Source: an optimization exercise on an open RTL-to-GDS flow (aim: small area, a short achievable clock period and few clock cycles). Production flows keep margins and buffers that such runs may drop.
At most, simulation tests tie the RTL to the original design; equivalence was not proved.
Power is estimated from default activity; no workload was simulated.

Setup of job 8746:
## pipelinedPS
module pipelinedPS#(parameter OP_WIDTH  = 4,
                    parameter CV_WIDTH  = 10,
                    parameter HZ_CV_WIDTH  = 10,
                    parameter STATES_WIDTH  = 15,
                    parameter ADDR_WIDTH  = 8,
                    parameter DATA_WIDTH  = 16,
                    parameter REG_WIDTH   = 4,
                    parameter IMM8_WIDTH  = 8,
                    parameter REG_NUM     = 16)
       (
           input  clk,
           input  rst,
           input  start,
           output reg stop_o,
           input   [DATA_WIDTH-1:0]  im_r_data,
           output  [ADDR_WIDTH-1:0]  im_addr,
           output  [ADDR_WIDTH-1:0] dm_addr,
           output  dm_wr,
           input  [DATA_WIDTH-1:0] dm_r_data,
           output [DATA_WIDTH-1:0] dm_w_data
       );
Size: ~2,200 cells after synthesis, about 340 flip-flops, about 69 I/O pins.
==> module pipelinedPS, before the edit <==
module pipelinedPS#(parameter OP_WIDTH  = 4,
                    parameter CV_WIDTH  = 10,
                    parameter HZ_CV_WIDTH  = 10,
                    parameter STATES_WIDTH  = 15,
                    parameter ADDR_WIDTH  = 8,
                    parameter DATA_WIDTH  = 16,
                    parameter REG_WIDTH   = 4,
                    parameter IMM8_WIDTH  = 8,
                    parameter REG_NUM     = 16)
       (
           input  clk,
           input  rst,
           input  start,
           output reg stop_o,
           input   [DATA_WIDTH-1:0]  im_r_data,
           output  [ADDR_WIDTH-1:0]  im_addr,
           output  [ADDR_WIDTH-1:0] dm_addr,
           output  dm_wr,
           input  [DATA_WIDTH-1:0] dm_r_data,
           output [DATA_WIDTH-1:0] dm_w_data
       );
reg  [7:0]  pc;         
reg         run;
reg         vE;
reg         weE, lwE, swE, jmpzE, jumpE;
reg  [1:0]  aluE;       
reg  [3:0]  rdE;
reg  [7:0]  immE;
reg  [15:0] aE, bE;
reg         gapE;       
reg         dsE;        
reg         weW;
reg  [3:0]  rdW;
reg  [15:0] valW;
reg  [15:0] rf [0:15];
wire [15:0] ins = im_r_data;
wire [3:0]  op  = ins[15:12];
wire [3:0]  rs  = ins[11:8];
wire [3:0]  rt  = ins[7:4];
wire [3:0]  rd  = ins[3:0];
wire vF = run | start;
wire f_lw    = (op == 4'b0000);
wire f_sw    = (op == 4'b0001);
wire f_add   = (op == 4'b0010);
wire f_mov   = (op == 4'b0011);
wire f_sub   = (op == 4'b0100);
wire f_jmpz  = (op == 4'b0101);
wire f_jump  = (op == 4'b0110);
wire f_stop  = (op == 4'b0111);
wire f_addf  = (op == 4'b1000);
wire f_multf = (op == 4'b1001);
wire f_slt   = (op == 4'b1010);
wire f_nop   = (op == 4'b1111);
wire f_we    = f_lw | f_add | f_mov | f_sub | f_addf | f_multf | f_slt;
wire f_rtype = f_add | f_sub | f_multf | f_nop | f_stop | f_jmpz | f_slt;
wire [3:0] f_rd = (f_lw | f_mov) ? rs : rd;
wire [1:0] f_alu = f_sub ? 2'd1 : f_slt ? 2'd2 : f_mov ? 2'd3 : 2'd0;
wire        inv  = aluE[0] | aluE[1];
wire [16:0] sum  = {1'b0, aE} + {1'b0, bE ^ {16{inv}}} + {16'd0, inv};
wire        ltu  = ~sum[16];
wire [15:0] aluout = (aluE == 2'd3) ? {{8{immE[7]}}, immE} :
                     (aluE == 2'd2) ? {15'd0, ltu} : sum[15:0];
wire e_skip = vE & jmpzE & (aE == 16'd0);    
wire e_jump = vE & jumpE & ~(f_lw & (rs == 4'd0));
wire gapF = (vE & lwE & f_rtype & ((rs == rdE) | (rt == rdE))) | (vE & dsE);
wire e_fwd_g = lwE & ~(f_addf & ~gapF);
wire [15:0] resE = e_fwd_g ? dm_r_data : aluout;
wire useW_lw = gapE | gapF;
wire hitE_a = vE & weE & (rdE == rs);
wire hitE_b = vE & weE & (rdE == rt);
wire hitW_a = weW & (rdW == rs);
wire hitW_b = weW & (rdW == rt);
wire [15:0] sel_a = 16'd1 << rs;
wire [15:0] sel_b = 16'd1 << rt;
reg  [15:0] rf_a, rf_b;
integer j;
always @(*) begin
    rf_a = 16'd0;
    rf_b = 16'd0;
    for (j = 0; j < 16; j = j + 1) begin
        rf_a = rf_a | (rf[j] & {16{sel_a[j]}});
        rf_b = rf_b | (rf[j] & {16{sel_b[j]}});
    end
end
reg [15:0] a_n, b_n;
always @(*) begin
    if (f_lw) begin
        a_n = (hitW_a & useW_lw) ? valW : rf_a;
        b_n = (hitW_b & useW_lw) ? valW : rf_b;
    end else begin
        a_n = hitE_a ? resE : hitW_a ? valW : rf_a;
        b_n = hitE_b ? resE : hitW_b ? valW : rf_b;
    end
end
assign im_addr = pc;
always @(posedge clk) begin
    if (rst) begin
        pc <= 8'd1;
        run <= 1'b0;
        stop_o <= 1'b0;
        vE <= 1'b0;
        weW <= 1'b0;
    end else begin
        if (vF)
            pc <= e_jump ? immE : pc + 8'd1;
        run <= vF & ~(f_stop & ~e_skip);
        stop_o <= vF & f_stop & ~e_skip;
        vE <= vF & ~e_skip;
        weW <= vE & weE;
    end
end
always @(posedge clk) begin
    weE   <= f_we;
    lwE   <= f_lw;
    swE   <= f_sw;
    jmpzE <= f_jmpz;
    jumpE <= f_jump;
    aluE  <= f_alu;
    rdE   <= f_rd;
    immE  <= ins[7:0];
    aE    <= a_n;
    bE    <= b_n;
    gapE  <= gapF;
    dsE   <= vE & jumpE;
    rdW   <= rdE;
    valW  <= lwE ? dm_r_data : aluout;
end
always @(posedge clk) begin: rf_write
    integer i;
    for (i = 0; i < 16; i = i + 1)
        if (rst)
            rf[i] <= 16'd0;
        else if (weW && rdW == i)
            rf[i] <= valW;
end
assign dm_addr   = immE;
assign dm_wr     = vE & swE;
assign dm_w_data = aE;
endmodule
Settings: LEC_CHECK=0, CAP_MARGIN=20, CORE_MARGIN=2, CORE_UTILIZATION=40, SETUP_SLACK_MARGIN=3.0, SLEW_MARGIN=20; clock period 6.0 ns.
run.sh (not shown) runs the stock make flow with config.mk's settings and CLKGATE_MAP_FILE= SYNTH_SCRIPT=/design/flow/synth_recipe.tcl, a recipe that flattens the netlist after the stock synthesis.
### job 8746 -> job 8734
-- flow/design.v --
<<< job 8746, line 56
wire [3:0] f_rd = (f_lw | f_mov) ? rs : rd;
wire [1:0] f_alu = f_sub ? 2'd1 : f_slt ? 2'd2 : f_mov ? 2'd3 : 2'd0;
wire        inv  = aluE[0] | aluE[1];
wire [16:0] sum  = {1'b0, aE} + {1'b0, bE ^ {16{inv}}} + {16'd0, inv};
wire        ltu  = ~sum[16];
wire [15:0] aluout = (aluE == 2'd3) ? {{8{immE[7]}}, immE} :
                     (aluE == 2'd2) ? {15'd0, ltu} : sum[15:0];
wire e_skip = vE & jmpzE & (aE == 16'd0);    
wire e_jump = vE & jumpE & ~(f_lw & (rs == 4'd0));
wire gapF = (vE & lwE & f_rtype & ((rs == rdE) | (rt == rdE))) | (vE & dsE);
wire e_fwd_g = lwE & ~(f_addf & ~gapF);
wire [15:0] resE = e_fwd_g ? dm_r_data : aluout;
>>> job 8734, line 56
wire [3:0] f_rd = (f_lw | f_mov) ? rs : rd;
wire [1:0] f_alu = f_sub ? 2'd1 : f_slt ? 2'd2 : f_mov ? 2'd3 : 2'd0;
wire [15:0] sum  = aE + bE;
wire [15:0] diff = aE - bE;
reg  [15:0] aluout;
always @(*) begin
    case (aluE)
        2'd0: aluout = sum;
        2'd1: aluout = diff;
        2'd2: aluout = {15'd0, (aE < bE)};
        default: aluout = {{8{immE[7]}}, immE};
    endcase
end
wire e_skip = vE & jmpzE & (aE == 16'd0);    
wire e_jump = vE & jumpE & ~(f_lw & (rs == 4'd0));
wire gapF = (vE & lwE & f_rtype & ((rs == rdE) | (rt == rdE))) | (vE & dsE) | e_skip;
wire e_fwd_g = lwE & ~(f_addf & ~gapF);
wire [15:0] resE = e_fwd_g ? dm_r_data : aluout;
<<< job 8746, line 71
wire hitW_a = weW & (rdW == rs);
wire hitW_b = weW & (rdW == rt);
wire [15:0] sel_a = 16'd1 << rs;
wire [15:0] sel_b = 16'd1 << rt;
reg  [15:0] rf_a, rf_b;
integer j;
always @(*) begin
    rf_a = 16'd0;
    rf_b = 16'd0;
    for (j = 0; j < 16; j = j + 1) begin
        rf_a = rf_a | (rf[j] & {16{sel_a[j]}});
        rf_b = rf_b | (rf[j] & {16{sel_b[j]}});
    end
end
reg [15:0] a_n, b_n;
always @(*) begin
    if (f_lw) begin
        a_n = (hitW_a & useW_lw) ? valW : rf_a;
        b_n = (hitW_b & useW_lw) ? valW : rf_b;
    end else begin
        a_n = hitE_a ? resE : hitW_a ? valW : rf_a;
        b_n = hitE_b ? resE : hitW_b ? valW : rf_b;
    end
end
assign im_addr = pc;
always @(posedge clk) begin
    if (rst) begin
>>> job 8734, line 77
wire hitW_a = weW & (rdW == rs);
wire hitW_b = weW & (rdW == rt);
reg [15:0] a_n, b_n;
always @(*) begin
    if (f_lw) begin
        a_n = (hitW_a & useW_lw) ? valW : rf[rs];
        b_n = (hitW_b & useW_lw) ? valW : rf[rt];
    end else begin
        a_n = hitE_a ? resE : hitW_a ? valW : rf[rs];
        b_n = hitE_b ? resE : hitW_b ? valW : rf[rt];
    end
end
wire [7:0] fa = e_skip ? pc + 8'd1 : pc;
assign im_addr = fa;
always @(posedge clk) begin
    if (rst) begin
<<< job 8746, line 103
    end else begin
        if (vF)
            pc <= e_jump ? immE : pc + 8'd1;
        run <= vF & ~(f_stop & ~e_skip);
        stop_o <= vF & f_stop & ~e_skip;
        vE <= vF & ~e_skip;
        weW <= vE & weE;
    end
>>> job 8734, line 98
    end else begin
        if (vF)
            pc <= e_jump ? immE : fa + 8'd1;
        run <= vF & ~f_stop;
        stop_o <= vF & f_stop;
        vE <= vF;
        weW <= vE & weE;
    end
--- outcome ---
- Job 8734 ended up with a higher count of multi-input combinational gates than job 8746 did.
- Routed wire length, job 8746 and job 8734, higher one = job 8734.
- Compared with job 8746, in job 8734 sequential cell fraction of total power decreased 2.2 points; mean routed wirelength per cell has increased; power rose 500 uW; minimum setup slack in the final design fell by 0.52 ns; sequential share of layout area lost 3.7 points.
- Count of non-CTS buffers in the layout ended up 31 higher on job 8734 than on job 8746.
Testbench counts of job 8734, summed over its fixed seeds: cycles 65,245.
For job 8746, only the layout was checked, not whether the RTL still works.

========
The RTL this note starts from:
==> flow/design.v <==
module pipelinedPS#(parameter OP_WIDTH  = 4,
                    parameter CV_WIDTH  = 10,
                    parameter HZ_CV_WIDTH  = 10,
                    parameter STATES_WIDTH  = 15,
                    parameter ADDR_WIDTH  = 8,
                    parameter DATA_WIDTH  = 16,
                    parameter REG_WIDTH   = 4,
                    parameter IMM8_WIDTH  = 8,
                    parameter REG_NUM     = 16)
       (
           input  clk,
           input  rst,
           input  start,
           output reg stop_o,
           input   [DATA_WIDTH-1:0]  im_r_data,
           output  [ADDR_WIDTH-1:0]  im_addr,
           output  [ADDR_WIDTH-1:0] dm_addr,
           output  dm_wr,
           input  [DATA_WIDTH-1:0] dm_r_data,
           output [DATA_WIDTH-1:0] dm_w_data
       );
reg  [7:0]  pc;         
reg         run;
reg         vR;
reg  [15:0] ir;
reg         dsR;        
reg         vE;
reg         weE, lwE, swE, jmpzE;
reg         invE;       
reg         sltE, movE;
reg  [3:0]  rdE;
reg  [7:0]  immE;
reg  [15:0] aE, bE;
reg         gapE;       
reg         dsE;
reg         weW;
reg  [3:0]  rdW;
reg  [15:0] valW;
reg  [15:0] rf [0:15];
wire vF = run | start;
wire f_stop  = (im_r_data[15:12] == 4'b0111);
wire f_lwr0  = (im_r_data[15:8] == 8'h00);      
wire [3:0]  op  = ir[15:12];
wire [3:0]  rs  = ir[11:8];
wire [3:0]  rt  = ir[7:4];
wire [3:0]  rd  = ir[3:0];
wire r_lw    = (op == 4'b0000);
wire r_sw    = (op == 4'b0001);
wire r_add   = (op == 4'b0010);
wire r_mov   = (op == 4'b0011);
wire r_sub   = (op == 4'b0100);
wire r_jmpz  = (op == 4'b0101);
wire r_jump  = (op == 4'b0110);
wire r_stop  = (op == 4'b0111);
wire r_addf  = (op == 4'b1000);
wire r_multf = (op == 4'b1001);
wire r_slt   = (op == 4'b1010);
wire r_nop   = (op == 4'b1111);
wire r_we    = r_lw | r_add | r_mov | r_sub | r_addf | r_multf | r_slt;
wire r_rtype = r_add | r_sub | r_multf | r_nop | r_stop | r_jmpz | r_slt;
wire [3:0] r_rd = (r_lw | r_mov) ? rs : rd;
wire r_jumpgo = vR & r_jump & ~f_lwr0;
wire [16:0] sum  = {1'b0, aE} + {1'b0, bE ^ {16{invE}}} + {16'd0, invE};
wire        ltu  = ~sum[16];
wire [15:0] aluout = movE ? {{8{immE[7]}}, immE} :
                     sltE ? {15'd0, ltu} : sum[15:0];
wire e_skip = vE & jmpzE & (aE == 16'd0);    
wire gapR = (vE & lwE & r_rtype & ((rs == rdE) | (rt == rdE))) | (vE & dsE);
wire e_fwd_g = lwE & ~(r_addf & ~gapR);
wire [15:0] resE = e_fwd_g ? dm_r_data : aluout;
wire useW_lw = gapE | gapR;
wire hitE_a = vE & weE & (rdE == rs);
wire hitE_b = vE & weE & (rdE == rt);
wire hitW_a = weW & (rdW == rs);
wire hitW_b = weW & (rdW == rt);
wire ua_E = hitE_a & ~r_lw;
wire ub_E = hitE_b & ~r_lw;
wire ua_W = hitW_a & ~ua_E & (~r_lw | useW_lw);
wire ub_W = hitW_b & ~ub_E & (~r_lw | useW_lw);
wire ua_R = ~ua_E & ~ua_W;
wire ub_R = ~ub_E & ~ub_W;
wire [17:0] sel_a = {ua_E, ua_W, (16'd1 << rs) & {16{ua_R}}};
wire [17:0] sel_b = {ub_E, ub_W, (16'd1 << rt) & {16{ub_R}}};
wire [15:0] a_n, b_n;
genvar g, k;
generate
    for (g = 0; g < 16; g = g + 1) begin: rdp
        wire [17:0] col;
        for (k = 0; k < 16; k = k + 1) begin: c
            assign col[k] = rf[k][g];
        end
        assign col[16] = valW[g];
        assign col[17] = resE[g];
        rf_rdmux ua (.d(col), .sel(sel_a), .y(a_n[g]));
        rf_rdmux ub (.d(col), .sel(sel_b), .y(b_n[g]));
    end
endgenerate
assign im_addr = pc;
always @(posedge clk) begin
    if (rst) begin
        pc <= 8'd1;
        run <= 1'b0;
        stop_o <= 1'b0;
        vR <= 1'b0;
        vE <= 1'b0;
        weW <= 1'b0;
    end else begin
        if (vF)
            pc <= r_jumpgo ? ir[7:0] : pc + 8'd1;
        run <= vF & ~f_stop;
        stop_o <= vF & f_stop;
        vR <= vF;
        vE <= vR & ~e_skip;
        weW <= vE & weE;
    end
end
always @(posedge clk) begin
    ir    <= im_r_data;
    dsR   <= vR & r_jump;
    weE   <= r_we;
    lwE   <= r_lw;
    swE   <= r_sw;
    jmpzE <= r_jmpz;
    invE  <= r_sub | r_slt;
    sltE  <= r_slt;
    movE  <= r_mov;
    rdE   <= r_rd;
    immE  <= ir[7:0];
    aE    <= a_n;
    bE    <= b_n;
    gapE  <= gapR;
    dsE   <= dsR;
    rdW   <= rdE;
    valW  <= lwE ? dm_r_data : aluout;
end
wire [15:0] rf_wen = {16{rst}} | ({16{weW}} & (16'd1 << rdW));
wire [15:0] rf_wd  = rst ? 16'd0 : valW;
always @(posedge clk) begin: rf_write
    integer i;
    for (i = 0; i < 16; i = i + 1)
        if (rf_wen[i])
            rf[i] <= rf_wd;
end
assign dm_addr   = immE;
assign dm_wr     = vE & swE;
assign dm_w_data = aE;
endmodule
module rf_rdmux(input [17:0] d, input [17:0] sel, output y);
wire [5:0] p;
wire [1:0] q;
genvar k;
generate
    for (k = 0; k < 6; k = k + 1) begin: g
        rf_aoi222 u (.a(d[3*k]), .b(sel[3*k]), .c(d[3*k+1]), .d(sel[3*k+1]),
                     .e(d[3*k+2]), .f(sel[3*k+2]), .y(p[k]));
    end
endgenerate
rf_nand3 n0 (.a(p[0]), .b(p[1]), .c(p[2]), .y(q[0]));
rf_nand3 n1 (.a(p[3]), .b(p[4]), .c(p[5]), .y(q[1]));
rf_or2   o  (.a(q[0]), .b(q[1]), .y(y));
endmodule
module rf_aoi222(input a, input b, input c, input d, input e, input f, output y);
assign y = ~((a & b) | (c & d) | (e & f));
endmodule
module rf_nand3(input a, input b, input c, output y);
assign y = ~(a & b & c);
endmodule
module rf_or2(input a, input b, output y);
assign y = a | b;
endmodule
Settings: LEC_CHECK=0, CAP_MARGIN=20, CORE_MARGIN=2, CORE_UTILIZATION=50, SETUP_SLACK_MARGIN=3.4, SLEW_MARGIN=20, SYNTH_HIERARCHICAL=1, SYNTH_MINIMUM_KEEP_SIZE=0; clock period 6.0 ns.
The baseline completed with no timing, DRC or antenna violations.
==> next run, changes <==
--- a/flow/design.v
+++ b/flow/design.v
@@ -30,7 +30,7 @@
 reg         sltE, movE;
 reg  [3:0]  rdE;
 reg  [7:0]  immE;
-reg  [15:0] aE, bE;
+reg  [15:0] aE, bE;     
 reg         gapE;       
 reg         dsE;
 reg         weW;
@@ -60,7 +60,7 @@
 wire r_rtype = r_add | r_sub | r_multf | r_nop | r_stop | r_jmpz | r_slt;
 wire [3:0] r_rd = (r_lw | r_mov) ? rs : rd;
 wire r_jumpgo = vR & r_jump & ~f_lwr0;
-wire [16:0] sum  = {1'b0, aE} + {1'b0, bE ^ {16{invE}}} + {16'd0, invE};
+wire [16:0] sum  = {1'b0, aE} + {1'b0, bE} + {16'd0, invE};
 wire        ltu  = ~sum[16];
 wire [15:0] aluout = movE ? {{8{immE[7]}}, immE} :
                      sltE ? {15'd0, ltu} : sum[15:0];
@@ -73,28 +73,29 @@
 wire hitE_b = vE & weE & (rdE == rt);
 wire hitW_a = weW & (rdW == rs);
 wire hitW_b = weW & (rdW == rt);
+wire [15:0] sel_a = 16'd1 << rs;
+wire [15:0] sel_b = 16'd1 << rt;
+wire [15:0] rf_a, rf_b;
+genvar g, k;
+generate
+    for (g = 0; g < 16; g = g + 1) begin: rdp
+        wire [15:0] col;
+        for (k = 0; k < 16; k = k + 1) begin: c
+            assign col[k] = rf[k][g];
+        end
+        rf_rdmux ua (.d(col), .sel(sel_a), .y(rf_a[g]));
+        rf_rdmux ub (.d(col), .sel(sel_b), .y(rf_b[g]));
+    end
+endgenerate
 wire ua_E = hitE_a & ~r_lw;
 wire ub_E = hitE_b & ~r_lw;
 wire ua_W = hitW_a & ~ua_E & (~r_lw | useW_lw);
 wire ub_W = hitW_b & ~ub_E & (~r_lw | useW_lw);
 wire ua_R = ~ua_E & ~ua_W;
 wire ub_R = ~ub_E & ~ub_W;
-wire [17:0] sel_a = {ua_E, ua_W, (16'd1 << rs) & {16{ua_R}}};
-wire [17:0] sel_b = {ub_E, ub_W, (16'd1 << rt) & {16{ub_R}}};
-wire [15:0] a_n, b_n;
-genvar g, k;
-generate
-    for (g = 0; g < 16; g = g + 1) begin: rdp
-        wire [17:0] col;
-        for (k = 0; k < 16; k = k + 1) begin: c
-            assign col[k] = rf[k][g];
-        end
-        assign col[16] = valW[g];
-        assign col[17] = resE[g];
-        rf_rdmux ua (.d(col), .sel(sel_a), .y(a_n[g]));
-        rf_rdmux ub (.d(col), .sel(sel_b), .y(b_n[g]));
-    end
-endgenerate
+wire [15:0] a_n = (resE & {16{ua_E}}) | (valW & {16{ua_W}}) | (rf_a & {16{ua_R}});
+wire [15:0] b_n = ((resE & {16{ub_E}}) | (valW & {16{ub_W}}) | (rf_b & {16{ub_R}})) ^
+                  {16{r_sub | r_slt}};
 assign im_addr = pc;
 always @(posedge clk) begin
     if (rst) begin
@@ -145,16 +146,17 @@
 assign dm_wr     = vE & swE;
 assign dm_w_data = aE;
 endmodule
-module rf_rdmux(input [17:0] d, input [17:0] sel, output y);
+module rf_rdmux(input [15:0] d, input [15:0] sel, output y);
 wire [5:0] p;
 wire [1:0] q;
 genvar k;
 generate
-    for (k = 0; k < 6; k = k + 1) begin: g
+    for (k = 0; k < 5; k = k + 1) begin: g
         rf_aoi222 u (.a(d[3*k]), .b(sel[3*k]), .c(d[3*k+1]), .d(sel[3*k+1]),
                      .e(d[3*k+2]), .f(sel[3*k+2]), .y(p[k]));
     end
 endgenerate
+rf_nand2 u5 (.a(d[15]), .b(sel[15]), .y(p[5]));
 rf_nand3 n0 (.a(p[0]), .b(p[1]), .c(p[2]), .y(q[0]));
 rf_nand3 n1 (.a(p[3]), .b(p[4]), .c(p[5]), .y(q[1]));
 rf_or2   o  (.a(q[0]), .b(q[1]), .y(y));
@@ -162,6 +164,9 @@
 module rf_aoi222(input a, input b, input c, input d, input e, input f, output y);
 assign y = ~((a & b) | (c & d) | (e & f));
 endmodule
+module rf_nand2(input a, input b, output y);
+assign y = ~(a & b);
+endmodule
 module rf_nand3(input a, input b, input c, output y);
 assign y = ~(a & b & c);
 endmodule
The new run produced a clean layout. Die area is higher by a few percent. Core utilization is lower by 5.9 points. Synthesized cell count is higher by a little under a tenth. Wire length is lower by a few percent. Synthesized area is higher by a few percent. Critical path depth is lower by 4. Combinational power is lower by roughly a tenth. Setup slack gets better by 560 ps. Cell count is higher slightly. Clock power is higher by a few percent. Fmax is higher by about a fifth. Total power is lower slightly.
Testbench counts after the change, summed over its fixed seeds: cycles 67,337.
No functional check of the RTL was part of the first run of this note.

[static timing again, ports no longer ideal]
The flow's constraints put no driver on any port. The routed layouts listed below were extracted and timed again, unchanged, in two steps. Step 1 assumes that a clkbuf_16 drives the clock port and a buf_2 every other input. Step 2 times the ports against the registers' clock, not the clock port: input delays grow and output delays shrink by t, the midpoint of the rising clock arrivals with the driver on. Three values: ideal ports, drivers, drivers and shift; two values: the first two.
| run | shift t [ns] | setup slack, ns | worst setup path after step 2 | latest minus earliest clock arrival (ns) | worst data-port slew with drivers (ns) |
|---|---|---|---|---|---|
| job 8746 | 0.629 | 2.934 / 2.952 / 2.323 | input to register | 0.019 / 0.019 | 0.05 |
| job 8734 | 0.641 | 2.414 / 2.351 / 2.203 | input to register | 0.026 / 0.025 | 0.24 |
| the first run of note 2 | 0.572 | 2.857 / 2.857 / 2.857 | register to register | 0.014 / 0.014 | 0.06 |
| the second run of note 2 | 0.577 | 3.422 / 3.401 / 2.887 | input to register | 0.031 / 0.030 | 0.05 |
After both steps setup and hold are still met in every run listed. For job 8746, which loses most, drivers alone change the setup slack by +0.018 ns; drivers and shift together by -0.611 ns.
